Source: an optimization exercise on an open RTL-to-GDS flow (aim: small area, a short achievable clock period and few clock cycles per item). Production flows keep margins and buffers that such runs may drop. Function was checked by simulation only, so behaviour that the tests miss may differ from the original.

==> design/flow/design.v <==
`default_nettype none
`default_nettype wire
`default_nettype none
`default_nettype wire
`default_nettype none
module pipelined_div_radix2 #(
		parameter COMB_BUSY = 0
	)(
		input wire iCLOCK,
		input wire inRESET,
		input wire iREMOVE,
		output wire oSOURCE_BUSY,
		input wire iSOURCE_VALID,
		input wire iSOURCE_SIGN,
		input wire [31:0] iSOURCE_DIVIDEND,
		input wire [31:0] iSOURCE_DIVISOR,
		input wire iOUT_BUSY,
		output wire oOUT_VALID,
		output wire [31:0] oOUT_DATA_Q,
		output wire [31:0] oOUT_DATA_R
	);
	localparam [2:0] PH_FIRST = 3'd0;
	localparam [2:0] PH_ITER  = 3'd1;
	localparam [2:0] PH_NEG1  = 3'd2;
	localparam [2:0] PH_NEG2  = 3'd3;
	localparam [2:0] PH_PSUB  = 3'd4;
	reg b_run;
	reg b_valid;
	reg [2:0] b_ph;
	reg b_post;			 
	reg b_an;			 
	reg b_bn;			 
	reg b_cin;			 
	reg [5:0] b_sa;		 
	reg [5:0] b_cnt;	 
	reg [31:0] b_r;		 
	reg [31:0] b_y;		 
	reg [31:0] b_q;		 
	wire accept = iSOURCE_VALID && !oSOURCE_BUSY && !iREMOVE;
	wire src_an = iSOURCE_SIGN && iSOURCE_DIVIDEND[31];
	wire src_bn = iSOURCE_SIGN && iSOURCE_DIVISOR[31];
	function [5:0] func_clz;
		input [31:0] v;
		integer i;
		begin
			func_clz = 6'd32;
			for(i = 0; i < 32; i = i + 1)begin
				if(v[i])begin
					func_clz = 6'd31 - i[5:0];
				end
			end
		end
	endfunction
	wire qn = b_an ^ b_bn;
	wire [5:0] first_d = b_cnt - b_sa;
	wire first_skip = first_d[5];
	wire [4:0] first_j = first_d[4:0];
	wire first_bz = (b_cnt == 6'd32) && !b_bn;
	wire ph_first = (b_ph == PH_FIRST);
	wire ph_iter = (b_ph == PH_ITER);
	wire amt_zero = qn && (ph_first || (b_ph == PH_NEG2));
	wire [4:0] sh_amt = amt_zero? 5'd0 : (ph_first? first_j : b_cnt[4:0]);
	wire [31:0] sh_y = (b_q << sh_amt) ^ {32{!b_bn}};
	wire [32:0] add_s = {1'b0, b_r} + {1'b0, b_y} + {32'd0, b_cin};
	wire step_ok = add_s[32];
	wire last_iter = (b_cnt == 6'd0);
	reg fin;
	always@* begin
		case(b_ph)
			PH_FIRST : fin = first_bz || first_skip;
			PH_ITER  : fin = last_iter && !b_an;
			PH_NEG2  : fin = b_post;
			PH_PSUB  : fin = !step_ok && !b_an;
			default  : fin = 1'b0;
		endcase
	end
	generate
		if(COMB_BUSY)begin : GEN_COMB_BUSY
			assign oSOURCE_BUSY = b_run || (b_valid && iOUT_BUSY);
		end
		else begin : GEN_REG_BUSY
			assign oSOURCE_BUSY = b_run || b_valid;
		end
	endgenerate
	always@(posedge iCLOCK or negedge inRESET)begin
		if(!inRESET)begin
			b_run <= 1'b0;
			b_valid <= 1'b0;
		end
		else if(iREMOVE)begin
			b_run <= 1'b0;
			b_valid <= 1'b0;
		end
		else if(accept)begin
			b_run <= 1'b1;
			b_valid <= 1'b0;
		end
		else if(b_run)begin
			if(fin)begin
				b_run <= 1'b0;
				b_valid <= 1'b1;
			end
		end
		else if(!iOUT_BUSY)begin
			b_valid <= 1'b0;
		end
	end
	always@(posedge iCLOCK)begin
		b_sa <= func_clz(iSOURCE_DIVIDEND);
		case(b_ph)
			PH_FIRST : b_y <= b_an? ~b_r : sh_y;
			PH_NEG1  : b_y <= ~b_r;
			PH_ITER  : b_y <= {1'b1, b_y[31:1]};
			default  : b_y <= sh_y;
		endcase
	end
	always@(posedge iCLOCK)begin
		if(accept)begin
			b_ph <= PH_FIRST;
			b_post <= 1'b0;
			b_an <= src_an;
			b_bn <= src_bn;
			b_cnt <= func_clz((iSOURCE_DIVISOR ^ {32{src_bn}}) | {31'd0, src_bn});
			b_r <= iSOURCE_DIVIDEND;
			b_q <= iSOURCE_DIVISOR;
		end
		else if(b_run)begin
			case(b_ph)
				PH_FIRST : begin
					b_cnt <= {1'b0, first_j};
					b_cin <= !b_bn;
					if(first_bz)begin
						b_q <= {{31{!b_an}}, 1'b1};
					end
					else if(first_skip)begin
						b_q <= 32'd0;
					end
					else if(b_an)begin
						b_cin <= 1'b1;
						b_r <= 32'd0;
						b_ph <= PH_NEG2;
					end
					else if(qn)begin
						b_ph <= PH_PSUB;
					end
					else begin
						b_q <= 32'd0;
						b_ph <= PH_ITER;
					end
				end
				PH_NEG1 : begin
					b_cin <= 1'b1;
					b_r <= 32'd0;
					b_ph <= PH_NEG2;
				end
				PH_NEG2 : begin
					b_r <= add_s[31:0];
					b_cin <= !b_bn;
					if(b_post)begin
						b_ph <= PH_NEG2;
					end
					else if(qn)begin
						b_ph <= PH_PSUB;
					end
					else begin
						b_q <= 32'd0;
						b_ph <= PH_ITER;
					end
				end
				PH_PSUB : begin
					if(step_ok)begin
						b_r <= add_s[31:0];
						b_q <= 32'hFFFFFFFF;
						b_ph <= PH_ITER;
					end
					else begin
						b_q <= 32'd0;
						b_post <= 1'b1;
						b_ph <= PH_NEG1;
					end
				end
				default : begin
					b_cnt <= b_cnt - 6'd1;
					b_q <= {b_q[30:0], step_ok ^ qn};
					if(step_ok)begin
						b_r <= add_s[31:0];
					end
					if(last_iter)begin
						b_post <= 1'b1;
						b_ph <= PH_NEG1;
					end
				end
			endcase
		end
	end
	assign oOUT_VALID = b_valid;
	assign oOUT_DATA_Q = b_q;
	assign oOUT_DATA_R = b_r;
endmodule
`default_nettype wire
==> design/flow/flow/run.sh <==
#!/bin/bash
cp standard.sh standard_sh.txt
export SETUP_SLACK_MARGIN=6
bash standard.sh > standard.log 2>&1
==> design/flow/standard.sh <==
#!/bin/bash
# synth_recipe.tcl (not shown) runs the flow's synth.tcl, then flattens the netlist and writes it again
# the make line also repeats each setting of config.mk as NAME=value (left out here)
make -C /OpenROAD-flow-scripts/flow DESIGN_CONFIG=/design/flow/config.mk WORK_HOME=/design/flow/orfs CLKGATE_MAP_FILE= SYNTH_SCRIPT=/design/flow/synth_recipe.tcl "${@:-finish}"
==> design/flow/config.mk <==
export PLATFORM = sky130hd
export DESIGN_NAME = pipelined_div_radix2
export DESIGN_NICKNAME = pipelined_div_radix2
export VERILOG_FILES = /design/flow/design.v
export SDC_FILE = /design/flow/constraint.sdc
export NUM_CORES = 4
export LEC_CHECK = 0
export CAP_MARGIN = 20
export CORE_MARGIN = 2
export CORE_UTILIZATION = 40
export SLEW_MARGIN = 20
==> design/flow/constraint.sdc <==
create_clock -name core_clock -period 10.0 [get_ports {iCLOCK}]
set_input_delay 2.0000 -clock core_clock [delete_from_list [all_inputs] [get_ports {iCLOCK}]]
set_output_delay 2.0000 -clock core_clock [all_outputs]
set_load 0.01 [all_outputs]
==> impl_metrics.prom, run 1 <==
# TYPE chip_impl_metric gauge
chip_impl_metric{name="clk-insertion-delay-late",unit="ps"} 430
chip_impl_metric{name="timing.final.hold_violations",unit=""} 0
chip_impl_metric{name="syn-num-nets",unit=""} 1361
chip_impl_info{name="cp-end-kind",value="flip-flop"} 1
chip_impl_metric{name="proportion_of_register_bits_with_asynchronous_set_or_reset_after_synthesis",unit="%"} 1.71
chip_impl_info{name="critPathSlowestCell",value="clkdlybuf4s50_1"} 1
chip_impl_info{name="synth.cells.most_frequent",value="136 x nor2_1, 134 x a21oi_1, 93 x nand2_1"} 1
chip_impl_info{name="cts_tree",value="done"} 1
chip_impl_metric{name="ys_seq_elements",unit=""} 117
chip_impl_metric{name="synthesis.instances",unit=""} 1249
chip_impl_metric{name="worstPathArrival",unit="ps"} 4170
chip_impl_metric{name="synth.avg_cell_area",unit="sq um"} 8.12
chip_impl_metric{name="cts_hold_buf",unit=""} 0
chip_impl_metric{name="synth_seq_area_share",unit="%"} 30.4
chip_impl_metric{name="grt_antenna_before_repair",unit=""} 0
chip_impl_metric{name="achievable-frequency",unit="MHz"} 255
chip_impl_metric{name="grt_max_degree",unit=""} 54
chip_impl_metric{name="worst-slew-pin-transition",unit="ps"} 1070
chip_impl_metric{name="cap_violations",unit=""} 0
chip_impl_metric{name="antenna-diode-count",unit=""} 0
chip_impl_metric{name="final.period_utilization",unit="%"} 39.2
chip_impl_metric{name="final.min_clock_period",unit="ps"} 3920
chip_impl_metric{name="setup_viol",unit=""} 0
chip_impl_metric{name="post_route_cells_drive_above_1_share",unit="%"} 10.0
chip_impl_metric{name="grt_overflow_total",unit=""} 0
chip_impl_metric{name="top_level_ports",unit=""} 136
chip_impl_metric{name="cp.required",unit="ps"} 10250
chip_impl_metric{name="hpwl",unit="mm"} 26.3
chip_impl_metric{name="relative_slew_margins",unit="%"} 28.0
chip_impl_metric{name="final.setup_skew",unit="ps"} 14.3
chip_impl_metric{name="post_route_drc",unit=""} 0
chip_impl_info{name="synth_largest_area_cell",value="edfxtp_1"} 1
chip_impl_metric{name="netlist.area_leader.share",unit="%"} 21.6
chip_impl_metric{name="drt_wl_total",unit="mm"} 36.8
chip_impl_metric{name="std_cell_rows",unit=""} 58
chip_impl_metric{name="global_route_wire_length_before_repair",unit="mm"} 55.6
chip_impl_metric{name="globalplace.congestion",unit=""} 0.916
chip_impl_metric{name="yosysWarningCount",unit=""} 1
chip_impl_metric{name="floorplan.core_area",unit="sq um"} 25000
chip_impl_metric{name="synthesis.area",unit="sq um"} 10100
chip_impl_metric{name="die_h",unit="microns"} 163
chip_impl_info{name="synth_top_cells_by_area",value="edfxtp_1 22%, mux2i_1 8.5%, dfxtp_1 8.3%"} 1
chip_impl_metric{name="timing.critical_path.slowest_cell_delay",unit="ps"} 440
chip_impl_metric{name="grtUsageTotal",unit="%"} 26.9
chip_impl_metric{name="design.die.area",unit="sq um"} 26600
chip_impl_metric{name="slew_violations",unit=""} 0
chip_impl_metric{name="initial_core_util",unit="%"} 40.5
chip_impl_metric{name="fillers",unit=""} 2403
chip_impl_metric{name="die-width",unit="microns"} 163
chip_impl_metric{name="clk_pin_slew_worst_paths",unit="ps"} 70
chip_impl_info{name="status",value="timing/DRC/antenna clean"} 1
chip_impl_metric{name="dr.pass1.iters",unit=""} 5
chip_impl_info{name="worst_setup_sp_type",value="primary input"} 1
chip_impl_metric{name="fin_hold_ws",unit="ps"} 547
chip_impl_metric{name="first_global_vias",unit=""} 9569
chip_impl_metric{name="via_count",unit=""} 10459
chip_impl_info{name="rsz0062_at_grt",value="no"} 1
chip_impl_info{name="post-synth-top-count-cell",value="nor2_1"} 1
chip_impl_metric{name="worstPathBufferInverterCount",unit=""} 4
chip_impl_info{name="critPathKind",value="primary input to flip-flop"} 1
chip_impl_metric{name="setup-tns-final",unit="ps"} 0
chip_impl_info{name="clockRootBuffer",value="clkbuf_16"} 1
chip_impl_info{name="worst_hold_path_type",value="flip-flop to flip-flop"} 1
chip_impl_metric{name="wl_per_cell",unit="microns"} 21.5
chip_impl_metric{name="buffer_ports.inserted",unit=""} 135
chip_impl_metric{name="post_synth_num_cell_types",unit=""} 80
chip_impl_metric{name="rrSetupSlack",unit="ps"} 6090
chip_impl_metric{name="synth-edff-count",unit=""} 73
chip_impl_metric{name="ctsHtreeMaxLevel",unit=""} 4
chip_impl_metric{name="area_delta_synth_final",unit="%"} 27.1
chip_impl_metric{name="critical_path.max_fanout",unit=""} 27
chip_impl_metric{name="routed_via_density",unit=""} 6.12
chip_impl_metric{name="cts_num_sinks",unit=""} 117
chip_impl_metric{name="drt_iter0_drc",unit=""} 1111
chip_impl_metric{name="antenna_left",unit=""} 0
chip_impl_metric{name="cts_buffers",unit=""} 17
chip_impl_info{name="synth_flop_cell",value="edfxtp_1"} 1
chip_impl_metric{name="layout.nets",unit=""} 1479
chip_impl_metric{name="max_root_sink_buffers",unit=""} 2
chip_impl_info{name="crit_family",value="buffers and inverters"} 1
chip_impl_info{name="worstPathCellList",value="clkdlybuf4s50_1 > or3b_4 > buf_12 > inv_16 > buf_16 > nand3_1 > or3_1 > o32ai_1"} 1
-- path summary, 6_finish.rpt --
path	to	start	depth (start not counted)
hold reg to reg	b_y[25]$_DFF_P_	b_y[26]$_DFF_P_	2
setup reg to reg	b_y[31]$_DFF_P_	b_an$_DFFE_PP_	13
setup / recovery	b_cnt[5]$_DFFE_PP_	iREMOVE	8
min in group asynchronous	b_valid$_DFFE_PN0P_	inRESET	1
max in group asynchronous	b_run$_DFF_PN0_	inRESET	1
hold / removal	b_y[25]$_DFF_P_	b_y[26]$_DFF_P_	2
-- sequential cells by signal, indices dropped and copies added (netlist names) --
| register | count |
|---|---|
| b_q | 32 |
| b_r | 32 |
| b_y | 32 |
| b_cnt | 6 |
| b_sa | 6 |
| b_ph | 3 |
| b_an | 1 |
| b_bn | 1 |
| b_cin | 1 |
| b_post | 1 |
| b_run | 1 |
| b_valid | 1 |
-- routing by layer --
layer | track usage, % | vias up | share of wire (%)
met1 | 37.4 | 5023 | 43
met4 | 7.44 | 0 | 1.9
met2 | 44.1 | 489 | 47
li1 | - | 4896 | -
met3 | 3.35 | 51 | 7.4
met5 | 0 | - | 0
-- cell families after synthesis --
group / share of synthesized area, %
compound gates: 22.7
xor+xnor: 5.27
fa+ha+maj: 5.41
buf+inv: 4.58
flops: 30.4
mux: 10.5
simple gates: 21.1
-- area by class of cell --
type                            count  area, sq um  share of cell area (%)
Clock inverter                     13          146                    1.14
Clock buffer                       19          453                    3.52
Tap cell                          330          413                    3.20
Sequential cell                   117         3080                    23.9
Inverter                           34          144                    1.12
Multi-Input combinational cell   1025         6880                    53.4
Timing Repair Buffer              172         1770                    13.7
-- worst register-to-register path: stages (launching register included) --
cell      delay (ps)
edfxtp_1         450
inv_1            310
ha_4             360
and3b_1          240
o21bai_4         370
a32o_4           330
buf_4            200
mux2i_1          250
mux2i_1          140
mux2i_1          360
a211oi_1         160
a21oi_1          300
a21oi_1           90
nor4_2           270
-- layout by cell type, fill, tap and decap left out, types with 28 or more instances in the layout --
master           count
o21ai_0             56
nor3_1              88
buf_4               28
dfxtp_1             42
mux2i_1             86
o22ai_1             45
nand2_1             92
xor2_1              35
nor2_1             134
clkdlybuf4s50_1    116
edfxtp_1            73
inv_1               31
a21oi_1            128
nand3_1             28
ha_1                38
-- what timing repair did --
action	in CTS	in global routing
cloned	4	3
setup buffers	7	7
pin swaps	6	11
setup endpoints to repair	123	93
gates resized for setup	31	36
-- stage by stage --
stage               util (%)  worst slack, ps  cell area (sq um)  instances
global placement        47.2             4840              11800       1657
CTS                     50.6             5900              12700       1700
detailed placement      47.2             4770              11800       1657
finish                  51.5             6080              12900       1710
floorplan                  -             6000              10200       1249
global route            51.5             5930              12900       1710
Testbench counts, summed over its fixed seeds: cycles 33,048, items 2,048.
==> run 2, diff against run 1 <==
==> design/flow/flow/run.sh (replaced) <==
#!/bin/bash
cp standard.sh standard_sh.txt
export SETUP_SLACK_MARGIN=6.8
bash standard.sh > standard.log 2>&1
==> impl_metrics.prom, run 2 <==
# TYPE chip_impl_metric gauge
chip_impl_info{name="status",value="timing/DRC/antenna clean"} 1
chip_impl_info{name="worst_setup_sp_type",value="flip-flop"} 1
chip_impl_metric{name="top_level_ports",unit=""} 136
chip_impl_info{name="critPathKind",value="flip-flop to flip-flop"} 1
chip_impl_metric{name="yosys.area_share.adder",unit="%"} 5.41
chip_impl_info{name="global_route.peak_usage_layer",value="met2"} 1
chip_impl_metric{name="final.setup_skew",unit="ps"} 13.5
chip_impl_info{name="holdCritStartpoint",value="b_y[23]$_DFF_P_"} 1
chip_impl_metric{name="met1_demand_to_capacity_share_in_global_routing",unit="%"} 39.8
chip_impl_metric{name="achievable-frequency",unit="MHz"} 261
chip_impl_metric{name="synth-compound-area-share",unit="%"} 22.7
chip_impl_metric{name="globalRouteMet3Util",unit="%"} 6.58
chip_impl_metric{name="clk_pin_slew_worst_paths",unit="ps"} 60
chip_impl_metric{name="synth-edff-count",unit=""} 73
chip_impl_metric{name="globalplace.congestion",unit=""} 0.903
chip_impl_metric{name="critical_path.max_fanout",unit=""} 8
chip_impl_info{name="crit-reg2reg-launch",value="b_r[17]$_DFFE_PP_"} 1
chip_impl_metric{name="final.min_clock_period",unit="ps"} 3840
chip_impl_info{name="layout.cells.most_common_list",value="140 x buf_4, 124 x nor2_1, 88 x nand2_1, 82 x a21oi_1, 79 x nor3_1"} 1
chip_impl_info{name="cp-end-kind",value="flip-flop"} 1
chip_impl_info{name="synth_flop_cell",value="edfxtp_1"} 1
chip_impl_metric{name="cap_violations",unit=""} 0
chip_impl_metric{name="initial_core_util",unit="%"} 40.5
chip_impl_metric{name="worstPathArrival",unit="ps"} 4000
chip_impl_metric{name="routed_via_density",unit=""} 6.18
chip_impl_metric{name="synthSimpleGateAreaFrac",unit="%"} 21.1
chip_impl_metric{name="timing.final.hold_violations",unit=""} 0
chip_impl_metric{name="netlist.area_leader.share",unit="%"} 21.6
chip_impl_metric{name="area_delta_synth_final",unit="%"} 53.9
chip_impl_metric{name="setup_viol",unit=""} 0
chip_impl_metric{name="cp.required",unit="ps"} 10160
chip_impl_metric{name="drt_wl_total",unit="mm"} 42.7
chip_impl_metric{name="ys_seq_elements",unit=""} 117
chip_impl_info{name="worstPathCellList",value="ha_1 > a21oi_1 > o21ai_1 > a221o_1 > a21o_1 > a21o_1 > a21oi_1 > nand2_4 > a2111oi_4 > o31ai_4 > clkbuf_16 > a21oi_2 > nor3_1"} 1
chip_impl_metric{name="syn-num-nets",unit=""} 1361
chip_impl_metric{name="buffer_ports.inserted",unit=""} 135
chip_impl_metric{name="drt_iter0_drc",unit=""} 1358
chip_impl_metric{name="design.die.area",unit="sq um"} 26600
chip_impl_info{name="worst_hold_path_type",value="flip-flop to flip-flop"} 1
chip_impl_metric{name="floorplan.core_area",unit="sq um"} 25000
chip_impl_metric{name="post_route_drc",unit=""} 0
chip_impl_info{name="layout_top_registers",value="b_q: 32 flops, b_r: 32 flops, b_y: 32 flops"} 1
chip_impl_metric{name="synth_seq_area_share",unit="%"} 30.4
chip_impl_info{name="cts_tree",value="done"} 1
chip_impl_metric{name="min_delay_path_depth",unit=""} 2
chip_impl_metric{name="global_route_wire_length_before_repair",unit="mm"} 60.8
chip_impl_metric{name="ctsHtreeMaxLevel",unit=""} 4
chip_impl_metric{name="grt_max_degree",unit=""} 42
chip_impl_metric{name="yosysWarningCount",unit=""} 1
chip_impl_metric{name="cts_buffers",unit=""} 17
chip_impl_metric{name="rrSetupSlack",unit="ps"} 6160
chip_impl_metric{name="hpwl",unit="mm"} 26.0
chip_impl_metric{name="post_route_cells_drive_above_1_share",unit="%"} 33.3
chip_impl_metric{name="post_synth_mux_area_share",unit="%"} 10.5
chip_impl_metric{name="synthesis.instances",unit=""} 1249
chip_impl_metric{name="grtUsageTotal",unit="%"} 29.9
chip_impl_metric{name="synth.avg_cell_area",unit="sq um"} 8.12
chip_impl_metric{name="grt_antenna_before_repair",unit=""} 0
chip_impl_metric{name="std_cell_rows",unit=""} 58
chip_impl_metric{name="area_used_by_multi_input_combinational_logic",unit="sq um"} 8150
chip_impl_metric{name="via_count",unit=""} 11518
chip_impl_info{name="hold_path_end",value="b_y[22]$_DFF_P_"} 1
chip_impl_metric{name="die-width",unit="microns"} 163
chip_impl_info{name="synth.cells.most_frequent",value="136 x nor2_1, 134 x a21oi_1, 93 x nand2_1"} 1
chip_impl_metric{name="preCtsSetupSlack",unit="ps"} 4750
chip_impl_info{name="dominant_combinational_cell_family_by_area_after_synthesis",value="compound AO/OA/AOI/OAI gates"} 1
chip_impl_metric{name="antenna_left",unit=""} 0
chip_impl_info{name="rsz0062_at_grt",value="yes"} 1
chip_impl_metric{name="register_area",unit="sq um"} 3090
chip_impl_metric{name="layout.nets",unit=""} 1633
chip_impl_info{name="post-synth-top-count-cell",value="nor2_1"} 1
chip_impl_info{name="synth_top_cells_by_area",value="edfxtp_1 22%, mux2i_1 8.5%, dfxtp_1 8.3%"} 1
chip_impl_metric{name="max_root_sink_buffers",unit=""} 2
chip_impl_metric{name="timing.critical_path.slowest_cell_delay",unit="ps"} 450
chip_impl_metric{name="slew_violations",unit=""} 0
chip_impl_metric{name="fillers",unit=""} 2096
chip_impl_metric{name="clk-insertion-delay-late",unit="ps"} 430
chip_impl_metric{name="antenna-diode-count",unit=""} 0
chip_impl_metric{name="worst_r2r_path_depth",unit=""} 13
chip_impl_metric{name="cts_num_sinks",unit=""} 117
chip_impl_info{name="critical_path.reg2reg.endpoint",value="b_q[14]$_DFFE_PP_"} 1
chip_impl_metric{name="setup-tns-final",unit="ps"} 0
chip_impl_metric{name="final_critical_path_setup_slack",unit="ps"} 6160
chip_impl_metric{name="first_global_vias",unit=""} 10609
chip_impl_metric{name="relative_slew_margins",unit="%"} 29.1
chip_impl_metric{name="wl_per_cell",unit="microns"} 22.9
chip_impl_metric{name="yosys.area_share.xor_xnor",unit="%"} 5.27
chip_impl_metric{name="grt_overflow_total",unit=""} 0
chip_impl_info{name="critPathSlowestCell",value="edfxtp_1"} 1
chip_impl_metric{name="die_h",unit="microns"} 163
chip_impl_info{name="synth_largest_area_cell",value="edfxtp_1"} 1
chip_impl_metric{name="synthesis.area",unit="sq um"} 10100
chip_impl_metric{name="worst-slew-pin-transition",unit="ps"} 1060
chip_impl_metric{name="post_synth_num_cell_types",unit=""} 80
chip_impl_info{name="layout.cells.most_common",value="buf_4"} 1
chip_impl_metric{name="final.period_utilization",unit="%"} 38.4
chip_impl_info{name="clockRootBuffer",value="clkbuf_16"} 1
chip_impl_metric{name="use_met2",unit="%"} 46.9
chip_impl_metric{name="proportion_of_register_bits_with_asynchronous_set_or_reset_after_synthesis",unit="%"} 1.71
chip_impl_metric{name="dr.pass1.iters",unit=""} 6
chip_impl_metric{name="cts_hold_buf",unit=""} 0
run 2: cell counts after synthesis:
No cell type changed its count.
run 2: layout make-up:
cell class	count	area share (%)
Clock inverter	14	1.18
Multi-Input combinational cell	1026	52.2
Inverter	34	0.938
Clock buffer	18	2.82
Timing Repair Buffer	323	20.3
Timing Repair inverter	2	0.112
Tap cell	330	2.65
Sequential cell	117	19.8
run 2: through the flow:
stage          util (%)  std cells  area, sq um  hold slack, ps
3_3_place_gp       47.3       1653        11800             524
2_1_floorplan         -       1249        10400             503
4_1_cts            57.6       1818        14400             550
5_1_grt            62.3       1864        15600             575
3_5_place_dp       47.4       1654        11900             537
6_report           62.3       1864        15600             549
run 2: per-layer routing:
| metal | routed length (microns) | vias to the layer above |
|---|---|---|
| met5 | 0 | - |
| met4 | 1600 | 0 |
| met3 | 3730 | 100 |
| li1 | - | 5227 |
| met2 | 19900 | 593 |
| met1 | 17500 | 5598 |
run 2: cell families (layout without fill, tap and decap cells):
family / Yosys count / count (layout)
AO/OA/AOI/OAI: 368 / 371
XOR/XNOR: 61 / 61
adder cells (fa/ha/maj): 42 / 42
buffers and inverters: 111 / 391
flip-flops: 117 / 117
multiplexers: 102 / 102
AND/OR/NAND/NOR: 448 / 450
run 2: worst max path at each step:
stage	from	endpoint	cells past startpoint
2_1_floorplan	iSOURCE_DIVISOR[31]	b_cnt[0]$_DFFE_PP_	13
3_3_place_gp	iSOURCE_DIVISOR[31]	b_cnt[0]$_DFFE_PP_	12
3_5_place_dp	iSOURCE_DIVISOR[31]	b_cnt[0]$_DFFE_PP_	12
4_1_cts	b_cin$_DFFE_PP_	b_q[17]$_DFFE_PP_	16
5_1_grt	b_cin$_DFFE_PP_	b_q[24]$_DFFE_PP_	16
6_report	b_r[17]$_DFFE_PP_	b_q[14]$_DFFE_PP_	13
run 2: what timing repair did:
action | in CTS | in global routing
endpoints found under the setup margin | 253 | 183
endpoints found under the hold margin | 0 | 0
gates resized for setup | 400 | 206
setup buffers | 116 | 41
cloned | 16 | 5
pin swaps | 74 | 90
run 2: worst max-delay path, delay by kind of cell, from the launching register on:
kind	cells	cell delay (ps)
compound gates	9	2220
buf+inv	1	230
simple gates	2	220
flops	1	450
fa+ha+maj	1	420
==> run 3, diff against run 2 <==
==> design/flow/flow/run.sh (replaced) <==
#!/bin/bash
cp standard.sh standard_sh.txt
export SETUP_SLACK_MARGIN=7.2
bash standard.sh > standard.log 2>&1
==> impl_metrics.prom, run 3 <==
# TYPE chip_impl_metric gauge
chip_impl_info{name="rsz0062_at_grt",value="yes"} 1
chip_impl_metric{name="cp.required",unit="ps"} 10180
chip_impl_metric{name="synth-edff-count",unit=""} 73
chip_impl_metric{name="die_h",unit="microns"} 163
chip_impl_metric{name="routed_via_density",unit=""} 6.64
chip_impl_metric{name="cap_violations",unit=""} 0
chip_impl_metric{name="globalplace.congestion",unit=""} 0.874
chip_impl_metric{name="netlist.area_leader.share",unit="%"} 21.6
chip_impl_metric{name="cts_buffers",unit=""} 17
chip_impl_metric{name="wl_per_cell",unit="microns"} 26.9
chip_impl_info{name="critPathKind",value="flip-flop to flip-flop"} 1
chip_impl_metric{name="timing.final.hold_violations",unit=""} 0
chip_impl_metric{name="floorplan.core_area",unit="sq um"} 25000
chip_impl_metric{name="min_delay_path_depth",unit=""} 2
chip_impl_metric{name="area_delta_synth_final",unit="%"} 73.5
chip_impl_info{name="status",value="timing/DRC/antenna clean"} 1
chip_impl_metric{name="worst_r2r_path_depth",unit=""} 16
chip_impl_metric{name="design.die.area",unit="sq um"} 26600
chip_impl_metric{name="worst-slew-pin-transition",unit="ps"} 982
chip_impl_metric{name="grt_overflow_total",unit=""} 0
chip_impl_info{name="layout.cells.most_common_list",value="190 x buf_4, 114 x nor2_1, 89 x buf_6, 77 x nor3_1, 73 x edfxtp_1"} 1
chip_impl_info{name="critical_path.reg2reg.endpoint",value="b_q[15]$_DFFE_PP_"} 1
chip_impl_metric{name="grt_antenna_before_repair",unit=""} 1
chip_impl_metric{name="cts_hold_buf",unit=""} 0
chip_impl_metric{name="std_cell_rows",unit=""} 58
chip_impl_metric{name="post_synth_num_cell_types",unit=""} 80
chip_impl_metric{name="post_route_cells_drive_above_1_share",unit="%"} 49.0
chip_impl_metric{name="buffer_ports.inserted",unit=""} 135
chip_impl_info{name="worst_hold_path_type",value="flip-flop to flip-flop"} 1
chip_impl_info{name="crit-reg2reg-launch",value="b_r[0]$_DFFE_PP_"} 1
chip_impl_info{name="cp-end-kind",value="flip-flop"} 1
chip_impl_metric{name="drt_iter0_drc",unit=""} 1917
chip_impl_info{name="post-synth-top-count-cell",value="nor2_1"} 1
chip_impl_metric{name="via_count",unit=""} 13150
chip_impl_metric{name="final.setup_skew",unit="ps"} 11.3
chip_impl_metric{name="clk-insertion-delay-late",unit="ps"} 450
chip_impl_info{name="layout_top_registers",value="b_q: 32 flops, b_r: 32 flops, b_y: 32 flops"} 1
chip_impl_info{name="worstPathCellList",value="fa_2 > inv_2 > fa_2 > nor2b_2 > o21a_1 > o21ai_2 > a21oi_4 > o41ai_4 > a21o_1 > nand2_4 > a2111oi_4 > o31ai_4 > buf_12 > buf_16 > a21oi_2 > nor3_1"} 1
chip_impl_info{name="synth.cells.most_frequent",value="136 x nor2_1, 134 x a21oi_1, 93 x nand2_1"} 1
chip_impl_metric{name="final.min_clock_period",unit="ps"} 3890
chip_impl_info{name="synth_top_cells_by_area",value="edfxtp_1 22%, mux2i_1 8.5%, dfxtp_1 8.3%"} 1
chip_impl_metric{name="ctsHtreeMaxLevel",unit=""} 4
chip_impl_info{name="layout.cells.most_common",value="buf_4"} 1
chip_impl_metric{name="synth.avg_cell_area",unit="sq um"} 8.12
chip_impl_info{name="clockRootBuffer",value="clkbuf_16"} 1
chip_impl_info{name="holdCritStartpoint",value="b_y[23]$_DFF_P_"} 1
chip_impl_metric{name="grt_max_degree",unit=""} 37
chip_impl_info{name="critPathSlowestCell",value="a2111oi_4"} 1
chip_impl_metric{name="antenna_left",unit=""} 0
chip_impl_metric{name="worstPathArrival",unit="ps"} 4070
chip_impl_info{name="worst_setup_sp_type",value="flip-flop"} 1
chip_impl_metric{name="dr.pass1.iters",unit=""} 6
chip_impl_info{name="synth_largest_area_cell",value="edfxtp_1"} 1
chip_impl_metric{name="relative_slew_margins",unit="%"} 34.3
chip_impl_metric{name="numPlacedInstances",unit=""} 1651
chip_impl_metric{name="global_route_wire_length_before_repair",unit="mm"} 69.6
chip_impl_metric{name="layout.nets",unit=""} 1747
chip_impl_metric{name="synthesis.area",unit="sq um"} 10100
chip_impl_metric{name="synth_seq_area_share",unit="%"} 30.4
chip_impl_metric{name="yosysWarningCount",unit=""} 1
chip_impl_metric{name="setup_viol",unit=""} 0
chip_impl_metric{name="cts_num_sinks",unit=""} 117
chip_impl_info{name="synth_flop_cell",value="edfxtp_1"} 1
chip_impl_metric{name="syn-num-nets",unit=""} 1361
chip_impl_metric{name="die-width",unit="microns"} 163
chip_impl_metric{name="clk_pin_slew_worst_paths",unit="ps"} 70
chip_impl_metric{name="post_route_drc",unit=""} 0
chip_impl_metric{name="initial_core_util",unit="%"} 40.5
chip_impl_info{name="cts_tree",value="done"} 1
chip_impl_metric{name="proportion_of_register_bits_with_asynchronous_set_or_reset_after_synthesis",unit="%"} 1.71
chip_impl_metric{name="ys_seq_elements",unit=""} 117
chip_impl_metric{name="hpwl",unit="mm"} 26.2
chip_impl_info{name="hold_path_end",value="b_y[22]$_DFF_P_"} 1
chip_impl_metric{name="critical_path.max_fanout",unit=""} 8
chip_impl_metric{name="slew_violations",unit=""} 0
chip_impl_info{name="critical_path.most_common_cell",value="fa_2"} 1
chip_impl_metric{name="final.period_utilization",unit="%"} 38.9
chip_impl_metric{name="drt_wl_total",unit="mm"} 53.2
chip_impl_metric{name="timing.critical_path.slowest_cell_delay",unit="ps"} 480
chip_impl_metric{name="setup-tns-final",unit="ps"} 0
chip_impl_metric{name="first_global_vias",unit=""} 11691
chip_impl_metric{name="achievable-frequency",unit="MHz"} 257
chip_impl_metric{name="post_layout_nonfiller_instances",unit=""} 1979
chip_impl_metric{name="top_level_ports",unit=""} 136
chip_impl_metric{name="max_root_sink_buffers",unit=""} 2
chip_impl_metric{name="grtUsageTotal",unit="%"} 34.4
chip_impl_metric{name="synthesis.instances",unit=""} 1249
chip_impl_metric{name="rrSetupSlack",unit="ps"} 6110
[run 3: cell counts after synthesis]
Identical to the previous run, type by type.
[run 3: cell type report]
class	count	area [sq um]
diodes	1	2.50
clock buffers	19	454
flip-flops and latches	117	3090
repair inverters	10	151
multi-input cells	1025	8950
well taps	330	413
clock inverters	13	146
inverters	34	149
repair buffers	430	4240
fillers	1702	7450
[run 3: cell families after synthesis]
group	count (synthesis)	synth area share, %
DFF	117	30.4
and+or+nand+nor	448	21.1
xor gates and xnor gates	61	5.27
adders and majority gates	42	5.41
buffers and inverters	111	4.58
muxes	102	10.5
AOI/OAI and AO/OA	368	22.7
[run 3: worst max-delay path, delay by kind of cell (launching register included)]
kind | cells | cell delay (ps)
flip-flops | 1 | 430
adder cells (fa/ha/maj) | 2 | 600
buffers and inverters | 3 | 390
AND/OR/NAND/NOR | 3 | 230
AO/OA/AOI/OAI | 8 | 1940
[run 3: worst max path at each step]
stage | start | to | slack (ps)
6_report | b_r[0]$_DFFE_PP_ | b_q[15]$_DFFE_PP_ | 6110
5_1_grt | b_r[0]$_DFFE_PP_ | b_q[19]$_DFFE_PP_ | 6100
4_1_cts | iSOURCE_DIVISOR[15] | b_cnt[0]$_DFFE_PP_ | 6310
3_5_place_dp | iSOURCE_DIVISOR[31] | b_cnt[0]$_DFFE_PP_ | 4730
3_3_place_gp | iSOURCE_DIVISOR[31] | b_cnt[0]$_DFFE_PP_ | 4790
2_1_floorplan | iSOURCE_DIVISOR[31] | b_cnt[0]$_DFFE_PP_ | 6000
[run 3: what timing repair did]
item / 4_1_cts / 5_1_grt
pin swaps: 149 / 126
hold endpoints to repair: 0 / 0
buffers inserted: 189 / 75
setup endpoints to repair: 253 / 252
gates cloned: 28 / 2
resized for setup: 769 / 267
[run 3: per-stage QoR]
| stage | cell area (sq um) | utilization, % | hold WS (ps) | worst slack (ps) |
|---|---|---|---|---|
| 2_1_floorplan | 10600 | - | 503 | 6000 |
| 3_3_place_gp | 11900 | 47.7 | 525 | 4790 |
| 3_5_place_dp | 12000 | 47.8 | 532 | 4730 |
| 4_1_cts | 15900 | 63.6 | 548 | 6310 |
| 5_1_grt | 17600 | 70.2 | 586 | 6100 |
| 6_report | 17600 | 70.2 | 562 | 6110 |
[run 3: per-layer routing]
metal	GRT usage (%)	vias up	share of wire (%)
met5	0	-	0.028
met4	13.7	2	6.9
met3	8.38	288	12
met2	53.7	1058	45
met1	45.6	6338	36
li1	-	5464	-
==> run 4, diff against run 3 <==
==> design/flow/flow/run.sh (replaced) <==
#!/bin/bash
cp standard.sh standard_sh.txt
export SETUP_SLACK_MARGIN=6.4
bash standard.sh > standard.log 2>&1
--- a/design/flow/config.mk
+++ b/design/flow/config.mk
@@ -6,4 +6,5 @@
 export NUM_CORES = 4
 export LEC_CHECK = 0
+export ABC_AREA = 1
 export CAP_MARGIN = 20
 export CORE_MARGIN = 2
==> impl_metrics.prom, run 4 <==
# TYPE chip_impl_metric gauge
chip_impl_info{name="critPathKind",value="primary input to flip-flop"} 1
chip_impl_metric{name="synthesis.instances",unit=""} 1636
chip_impl_metric{name="timing.final.hold_violations",unit=""} 0
chip_impl_info{name="crit-reg2reg-launch",value="b_cin$_DFFE_PP_"} 1
chip_impl_metric{name="yosysWarningCount",unit=""} 1
chip_impl_metric{name="antenna_left",unit=""} 0
chip_impl_metric{name="cts_hold_buf",unit=""} 0
chip_impl_metric{name="hpwl",unit="mm"} 27.9
chip_impl_metric{name="clk-insertion-delay-late",unit="ps"} 440
chip_impl_info{name="layout.cells.most_common_list",value="453 x nand2_1, 149 x inv_1, 149 x nor2_1, 130 x o21ai_1, 113 x clkdlybuf4s50_1"} 1
chip_impl_metric{name="floorplan.core_area",unit="sq um"} 26700
chip_impl_metric{name="worst-slew-pin-transition",unit="ps"} 1110
chip_impl_metric{name="detailed_place.area",unit="sq um"} 12300
chip_impl_metric{name="ys_seq_elements",unit=""} 117
chip_impl_info{name="hold_path_end",value="b_y[1]$_DFF_P_"} 1
chip_impl_metric{name="post-route-cell-area",unit="sq um"} 14500
chip_impl_metric{name="preCtsSetupSlack",unit="ps"} 4660
chip_impl_metric{name="routed_via_density",unit=""} 5.74
chip_impl_metric{name="drt_iter0_drc",unit=""} 1258
chip_impl_metric{name="fillers",unit=""} 2613
chip_impl_metric{name="max_root_sink_buffers",unit=""} 2
chip_impl_info{name="status",value="timing/DRC/antenna clean"} 1
chip_impl_metric{name="post_synth_num_cell_types",unit=""} 57
chip_impl_info{name="worst_hold_path_type",value="flip-flop to flip-flop"} 1
chip_impl_metric{name="setup_viol",unit=""} 0
chip_impl_metric{name="cp.required",unit="ps"} 10170
chip_impl_metric{name="final.period_utilization",unit="%"} 37.1
chip_impl_metric{name="synth-edff-count",unit=""} 73
chip_impl_info{name="holdCritStartpoint",value="b_y[2]$_DFF_P_"} 1
chip_impl_metric{name="synth.avg_cell_area",unit="sq um"} 6.58
chip_impl_metric{name="rrSetupSlack",unit="ps"} 6470
chip_impl_info{name="synth.cells.most_frequent",value="468 x nand2_1, 168 x inv_1, 155 x nor2_1"} 1
chip_impl_metric{name="proportion_of_register_bits_with_asynchronous_set_or_reset_after_synthesis",unit="%"} 1.71
chip_impl_metric{name="final.setup_skew",unit="ps"} 12.7
chip_impl_metric{name="post_route_drc",unit=""} 0
chip_impl_metric{name="std_cell_rows",unit=""} 60
chip_impl_metric{name="relative_slew_margins",unit="%"} 25.9
chip_impl_info{name="worst_setup_sp_type",value="primary input"} 1
chip_impl_info{name="rsz0062_at_grt",value="yes"} 1
chip_impl_metric{name="achievable-frequency",unit="MHz"} 270
chip_impl_metric{name="clk_pin_slew_worst_paths",unit="ps"} 60
chip_impl_metric{name="wl_per_cell",unit="microns"} 19.9
chip_impl_metric{name="globalplace.congestion",unit=""} 0.911
chip_impl_metric{name="antenna-diode-count",unit=""} 0
chip_impl_metric{name="cap_violations",unit=""} 0
chip_impl_metric{name="ctsHtreeMaxLevel",unit=""} 4
chip_impl_info{name="cp-end-kind",value="flip-flop"} 1
chip_impl_metric{name="final_critical_path_setup_slack",unit="ps"} 6290
chip_impl_info{name="critical_path.reg2reg.endpoint",value="b_q[1]$_DFFE_PP_"} 1
chip_impl_metric{name="layout.core_utilization",unit="%"} 54.4
chip_impl_metric{name="cts_buffers",unit=""} 17
chip_impl_metric{name="synthesis.area",unit="sq um"} 10800
chip_impl_info{name="cts_tree",value="done"} 1
chip_impl_info{name="clockRootBuffer",value="clkbuf_16"} 1
chip_impl_metric{name="first_global_vias",unit=""} 11306
chip_impl_metric{name="cts_num_sinks",unit=""} 117
chip_impl_metric{name="min_delay_path_depth",unit=""} 2
chip_impl_metric{name="via_count",unit=""} 12436
chip_impl_metric{name="global_route_wire_length_before_repair",unit="mm"} 62.3
chip_impl_metric{name="buffer_ports.inserted",unit=""} 135
chip_impl_metric{name="worst_r2r_path_depth",unit=""} 22
chip_impl_metric{name="netlist.area_leader.share",unit="%"} 20.4
chip_impl_metric{name="drt_wl_total",unit="mm"} 43.1
chip_impl_info{name="post-synth-top-count-cell",value="nand2_1"} 1
chip_impl_metric{name="area_delta_synth_final",unit="%"} 34.9
chip_impl_metric{name="synth_seq_area_share",unit="%"} 28.6
chip_impl_metric{name="final.min_clock_period",unit="ps"} 3710
chip_impl_info{name="synth_largest_area_cell",value="edfxtp_1"} 1
chip_impl_metric{name="die_h",unit="microns"} 168
chip_impl_info{name="synth_top_cells_by_area",value="edfxtp_1 20%, nand2_1 16%, dfxtp_1 7.8%"} 1
chip_impl_metric{name="syn-num-nets",unit=""} 1748
chip_impl_metric{name="grt_max_degree",unit=""} 65
chip_impl_metric{name="critical_path.max_fanout",unit=""} 8
chip_impl_metric{name="grt_overflow_total",unit=""} 0
chip_impl_metric{name="design.die.area",unit="sq um"} 28300
chip_impl_metric{name="grt_antenna_before_repair",unit=""} 0
chip_impl_metric{name="post_route_cells_drive_above_1_share",unit="%"} 14.6
chip_impl_metric{name="initial_core_util",unit="%"} 40.3
chip_impl_info{name="layout.cells.most_common",value="nand2_1"} 1
chip_impl_metric{name="top_level_ports",unit=""} 136
chip_impl_info{name="synth_flop_cell",value="edfxtp_1"} 1
chip_impl_metric{name="setup-tns-final",unit="ps"} 0
chip_impl_metric{name="grtUsageTotal",unit="%"} 28.3
chip_impl_metric{name="slew_violations",unit=""} 0
chip_impl_info{name="layout_top_registers",value="b_q: 32 flops, b_r: 32 flops, b_y: 32 flops"} 1
chip_impl_metric{name="layout.nets",unit=""} 1924
chip_impl_metric{name="die-width",unit="microns"} 168
chip_impl_metric{name="worstPathArrival",unit="ps"} 3870
chip_impl_metric{name="dr.pass1.iters",unit=""} 5
run 4: cell types whose count changed after synthesis, sizes merged, moves of 30 or more:
cell / previous run / this run
o21ai: 69 / 228
nand2: 94 / 470
inv: 34 / 181
a21oi: 134 / 63
o311ai: 0 / 30
mux2i: 88 / 3
nor3: 90 / 6
run 4: area by class of cell:
| type | instances | area, sq um | share of cell area [%] |
|---|---|---|---|
| clock buffer | 19 | 454 | 3.13 |
| clock inverter | 13 | 95.1 | 0.654 |
| inverter | 182 | 716 | 4.93 |
| multi-input combinational | 1262 | 7380 | 50.8 |
| sequential | 117 | 3080 | 21.2 |
| tap | 341 | 427 | 2.94 |
| timing repair buffer | 227 | 2330 | 16.0 |
| timing repair inverter | 5 | 37.5 | 0.258 |
run 4: repair_timing:
action	in CTS	in global routing
gates resized for setup	159	126
setup buffers	45	28
cloned	15	7
pin swaps	42	73
endpoints found under the setup margin	178	115
run 4: cell families (layout without fill, tap and decap cells):
family / count (synthesis) / count (layout) / share of synthesized area, %
compound gates: 442 / 443 / 24.8
xor+xnor: 67 / 67 / 5.45
fa+ha+maj: 42 / 42 / 5.09
buf+inv: 267 / 446 / 10.0
flops: 117 / 117 / 28.6
mux: 3 / 3 / 0.279
simple gates: 698 / 707 / 25.7
run 4: per-stage QoR:
stage	hold WS (ps)	std cells
floorplan	440	1636
global placement	465	2038
detailed placement	467	2038
CTS	480	2130
global route	504	2166
finish	483	2166
run 4: per-layer routing:
metal	GRT usage [%]	routed length (microns)
met5	0	0
met4	8.51	1310
met3	6.11	3710
met2	46.1	19900
met1	37.7	18100
run 4: how the worst max path moves through the flow:
| stage | start | end | slack [ps] |
|---|---|---|---|
| final | iSOURCE_SIGN | b_cnt[1]$_DFFE_PP_ | 6290 |
| after global routing | iSOURCE_DIVISOR[4] | b_cnt[0]$_DFFE_PP_ | 5990 |
| after CTS | b_cin$_DFFE_PP_ | b_r[7]$_DFFE_PP_ | 6290 |
| after detailed placement | iREMOVE | b_r[7]$_DFFE_PP_ | 4660 |
| after global placement | iREMOVE | b_r[13]$_DFFE_PP_ | 4670 |
| after floorplan | iSOURCE_SIGN | b_cnt[0]$_DFFE_PP_ | 6270 |
run 4: worst max-delay path, cell delays in order:
cell and delay [ps]:
buf_12 90, nand2_8 80, buf_6 120, buf_6 110
inv_4 60, nor2_2 40, o21ai_2 150, o21ai_1 130
a21oi_1 190, nor2_1 70, o21bai_1 190, a21oi_1 100
o21ai_1 130, o21ai_1 90, nand2_1 80, nand2_1 50
nand2_1 70, o221ai_1 100
==> run 5, diff against run 4 <==
--- a/design/flow/config.mk
+++ b/design/flow/config.mk
@@ -6,5 +6,4 @@
 export NUM_CORES = 4
 export LEC_CHECK = 0
-export ABC_AREA = 1
 export CAP_MARGIN = 20
 export CORE_MARGIN = 2
==> impl_metrics.prom, run 5 <==
# TYPE chip_impl_metric gauge
chip_impl_info{name="layout.cells.most_common",value="nor2_1"} 1
chip_impl_metric{name="post_route_cells_drive_above_1_share",unit="%"} 17.1
chip_impl_info{name="post-synth-top-count-cell",value="nor2_1"} 1
chip_impl_metric{name="max_root_sink_buffers",unit=""} 2
chip_impl_metric{name="detailed_place.area",unit="sq um"} 11800
chip_impl_metric{name="ys_seq_elements",unit=""} 117
chip_impl_metric{name="antenna_left",unit=""} 0
chip_impl_metric{name="grt_antenna_before_repair",unit=""} 1
chip_impl_metric{name="globalRouteMet3Util",unit="%"} 3.71
chip_impl_metric{name="final.period_utilization",unit="%"} 36.4
chip_impl_metric{name="worstPathBufferInverterCount",unit=""} 1
chip_impl_metric{name="cp.required",unit="ps"} 10180
chip_impl_metric{name="critical_path.max_fanout",unit=""} 5
chip_impl_metric{name="numPlacedInstances",unit=""} 1650
chip_impl_metric{name="die_h",unit="microns"} 163
chip_impl_metric{name="yosysWarningCount",unit=""} 1
chip_impl_info{name="worst_setup_sp_type",value="primary input"} 1
chip_impl_metric{name="synth.avg_cell_area",unit="sq um"} 8.12
chip_impl_info{name="worst_hold_path_type",value="flip-flop to flip-flop"} 1
chip_impl_metric{name="final.min_clock_period",unit="ps"} 3640
chip_impl_info{name="cts_tree",value="done"} 1
chip_impl_metric{name="post-route-cell-area",unit="sq um"} 13300
chip_impl_metric{name="worstPathArrival",unit="ps"} 3830
chip_impl_metric{name="dr.pass1.iters",unit=""} 5
chip_impl_metric{name="synth_seq_area_share",unit="%"} 30.4
chip_impl_info{name="rsz0062_at_grt",value="yes"} 1
chip_impl_info{name="global_route.peak_usage_layer",value="met2"} 1
chip_impl_metric{name="timing.final.hold_violations",unit=""} 0
chip_impl_metric{name="synthesis.area",unit="sq um"} 10100
chip_impl_info{name="clockRootBuffer",value="clkbuf_16"} 1
chip_impl_info{name="worstPathCellList",value="buf_12 > and2_4 > a211o_1 > a2111oi_4 > a221o_1 > a21oi_2 > nor2_1 > o21bai_1 > a221oi_2 > nor2_1 > a21oi_1 > nor2_1"} 1
chip_impl_metric{name="cts_hold_buf",unit=""} 0
chip_impl_info{name="cp-end-kind",value="flip-flop"} 1
chip_impl_metric{name="top_level_ports",unit=""} 136
chip_impl_info{name="synth_largest_area_cell",value="edfxtp_1"} 1
chip_impl_metric{name="proportion_of_register_bits_with_asynchronous_set_or_reset_after_synthesis",unit="%"} 1.71
chip_impl_metric{name="worst-slew-pin-transition",unit="ps"} 1150
chip_impl_metric{name="slew_violations",unit=""} 0
chip_impl_metric{name="floorplan.core_area",unit="sq um"} 25000
chip_impl_metric{name="design.die.area",unit="sq um"} 26600
chip_impl_metric{name="synth-edff-count",unit=""} 73
chip_impl_info{name="crit_family",value="compound AO/OA/AOI/OAI gates"} 1
chip_impl_info{name="layout_top_registers",value="b_q: 32 flops, b_r: 32 flops, b_y: 32 flops"} 1
chip_impl_metric{name="area_delta_synth_final",unit="%"} 31.7
chip_impl_info{name="critPathSlowestCell",value="a2111oi_4"} 1
chip_impl_metric{name="clk_pin_slew_worst_paths",unit="ps"} 60
chip_impl_metric{name="synthesis.instances",unit=""} 1249
chip_impl_info{name="layout.cells.most_common_list",value="133 x nor2_1, 113 x a21oi_1, 96 x clkdlybuf4s50_1, 91 x nand2_1, 86 x nor3_1"} 1
chip_impl_metric{name="cap_violations",unit=""} 0
chip_impl_metric{name="drt_iter0_drc",unit=""} 1040
chip_impl_metric{name="relative_slew_margins",unit="%"} 23.2
chip_impl_metric{name="die-width",unit="microns"} 163
chip_impl_metric{name="hpwl",unit="mm"} 25.8
chip_impl_info{name="critical_path.most_common_cell",value="nor2_1"} 1
chip_impl_metric{name="cts_buffers",unit=""} 17
chip_impl_metric{name="first_global_vias",unit=""} 9881
chip_impl_metric{name="clk-insertion-delay-late",unit="ps"} 440
chip_impl_metric{name="fillers",unit=""} 2375
chip_impl_metric{name="routed_via_density",unit=""} 6.08
chip_impl_metric{name="final.setup_skew",unit="ps"} 19.1
chip_impl_metric{name="layout.nets",unit=""} 1508
chip_impl_metric{name="register_area",unit="sq um"} 3090
chip_impl_metric{name="timing.critical_path.slowest_cell_delay",unit="ps"} 300
chip_impl_metric{name="antenna-diode-count",unit=""} 0
chip_impl_info{name="synth.cells.most_frequent",value="136 x nor2_1, 134 x a21oi_1, 93 x nand2_1"} 1
chip_impl_metric{name="globalplace.congestion",unit=""} 0.920
chip_impl_metric{name="std_cell_rows",unit=""} 58
chip_impl_metric{name="grt_max_degree",unit=""} 42
chip_impl_metric{name="drt_wl_total",unit="mm"} 37.9
chip_impl_info{name="synth_top_cells_by_area",value="edfxtp_1 22%, mux2i_1 8.5%, dfxtp_1 8.3%"} 1
chip_impl_metric{name="use_met2",unit="%"} 45.6
chip_impl_metric{name="initial_core_util",unit="%"} 40.5
chip_impl_metric{name="met1_demand_to_capacity_share_in_global_routing",unit="%"} 37.8
chip_impl_metric{name="layout.core_utilization",unit="%"} 53.3
chip_impl_metric{name="setup-tns-final",unit="ps"} 0
chip_impl_metric{name="setup_viol",unit=""} 0
chip_impl_metric{name="post_route_drc",unit=""} 0
chip_impl_metric{name="buffer_ports.inserted",unit=""} 135
chip_impl_metric{name="wl_per_cell",unit="microns"} 21.8
chip_impl_metric{name="area_used_by_multi_input_combinational_logic",unit="sq um"} 7240
chip_impl_metric{name="achievable-frequency",unit="MHz"} 275
chip_impl_metric{name="grtUsageTotal",unit="%"} 28.0
chip_impl_metric{name="cts_num_sinks",unit=""} 117
chip_impl_metric{name="post_layout_nonfiller_instances",unit=""} 1739
chip_impl_info{name="synth_flop_cell",value="edfxtp_1"} 1
chip_impl_metric{name="netlist.area_leader.share",unit="%"} 21.6
chip_impl_metric{name="grt_overflow_total",unit=""} 0
chip_impl_metric{name="global_route_wire_length_before_repair",unit="mm"} 57.3
chip_impl_info{name="status",value="timing/DRC/antenna clean"} 1
chip_impl_metric{name="via_count",unit=""} 10578
chip_impl_metric{name="syn-num-nets",unit=""} 1361
chip_impl_info{name="critPathKind",value="primary input to flip-flop"} 1
chip_impl_metric{name="post_synth_num_cell_types",unit=""} 80
chip_impl_metric{name="ctsHtreeMaxLevel",unit=""} 4
-- run 5: cell count changes after synthesis, sizes merged, moves of 71 or more --
cell,previous run,this run
a21oi,63,134
inv,181,34
mux2i,3,88
nand2,470,94
nor3,6,90
o21ai,228,69
-- run 5: final timing paths --
path | startpoint | to | slack, ps | depth (start not counted)
worst max-delay path | iSOURCE_DIVISOR[31] | b_cnt[0]$_DFFE_PP_ | 6360 | 12
worst min-delay path | b_y[21]$_DFF_P_ | b_y[20]$_DFF_P_ | 550 | 2
worst max register to register | b_r[17]$_DFFE_PP_ | b_q[15]$_DFFE_PP_ | 6400 | 13
worst min register to register | b_y[21]$_DFF_P_ | b_y[20]$_DFF_P_ | 550 | 2
max in group asynchronous | inRESET | b_run$_DFF_PN0_ | 8140 | 1
min in group asynchronous | inRESET | b_run$_DFF_PN0_ | 1730 | 1
-- run 5: repair_timing --
action                                  4_1_cts  5_1_grt
hold endpoints to repair                      0        0
endpoints found under the setup margin      177       98
buffers inserted                             27       20
pin swaps                                    30       35
resized for setup                           156       72
cloned                                        8        2
-- run 5: area by class of cell --
type	count	share of cell area, %
clock buffers	18	3.22
repair inverters	1	0.0656
well taps	330	3.09
multi-input cells	1029	54.3
repair buffers	196	13.9
clock inverters	14	1.21
inverters	34	1.10
flip-flops and latches	117	23.1
-- run 5: kinds of logic after synthesis --
group                      after synthesis  share of synthesized area, %
AOI/OAI and AO/OA                      368                          22.7
xor gates and xnor gates                61                          5.27
adders and majority gates               42                          5.41
buffers and inverters                  111                          4.58
DFF                                    117                          30.4
muxes                                  102                          10.5
and+or+nand+nor                        448                          21.1
-- run 5: worst min-delay path, stage by stage, from the launching register on --
cell and delay, ps:
dfxtp_1 340, a21oi_1 60, o22ai_1 110
-- run 5: through the flow --
stage	worst slack [ps]	hold slack, ps
6_report	6360	551
5_1_grt	6200	581
4_1_cts	6350	554
3_5_place_dp	4680	540
3_3_place_gp	4710	532
2_1_floorplan	6000	503
-- run 5: layer usage --
metal,vias up,share of wire (%)
met5,-,0
met4,0,3.5
met3,73,6.8
met2,432,47
met1,5105,43
li1,4968,-

static timing again, ports no longer ideal:
In the flow no input, the clock included, has a driving cell. The finished layouts below were timed again as built, in two steps. Step 1, drivers: a clkbuf_16 drives iCLOCK and a buf_2 each remaining input, both assumed. Step 2, shift: input delay + t, output delay - t, t = (earliest + latest rising clock arrival at the registers) / 2. This alone moves slack from input paths to output paths. Three values: ideal, step 1, step 2; two values: the first two.
run	t (ns)	setup WS [ns]	hold slack, ns
run 1	0.473	6.078 / 6.088 / 5.636	0.547 / 0.547 / 0.547
run 2	0.472	6.161 / 6.161 / 5.942	0.549 / 0.549 / 0.549
run 3	0.499	6.112 / 6.112 / 5.869	0.562 / 0.562 / 0.562
run 4	0.484	6.292 / 6.280 / 5.796	0.483 / 0.483 / 0.483
run 5	0.478	6.359 / 6.360 / 5.883	0.551 / 0.551 / 0.551
After both steps every run listed still meets setup and hold. For run 4, which loses most, drivers alone change the setup slack by -0.012 ns; drivers and shift together by -0.496 ns.
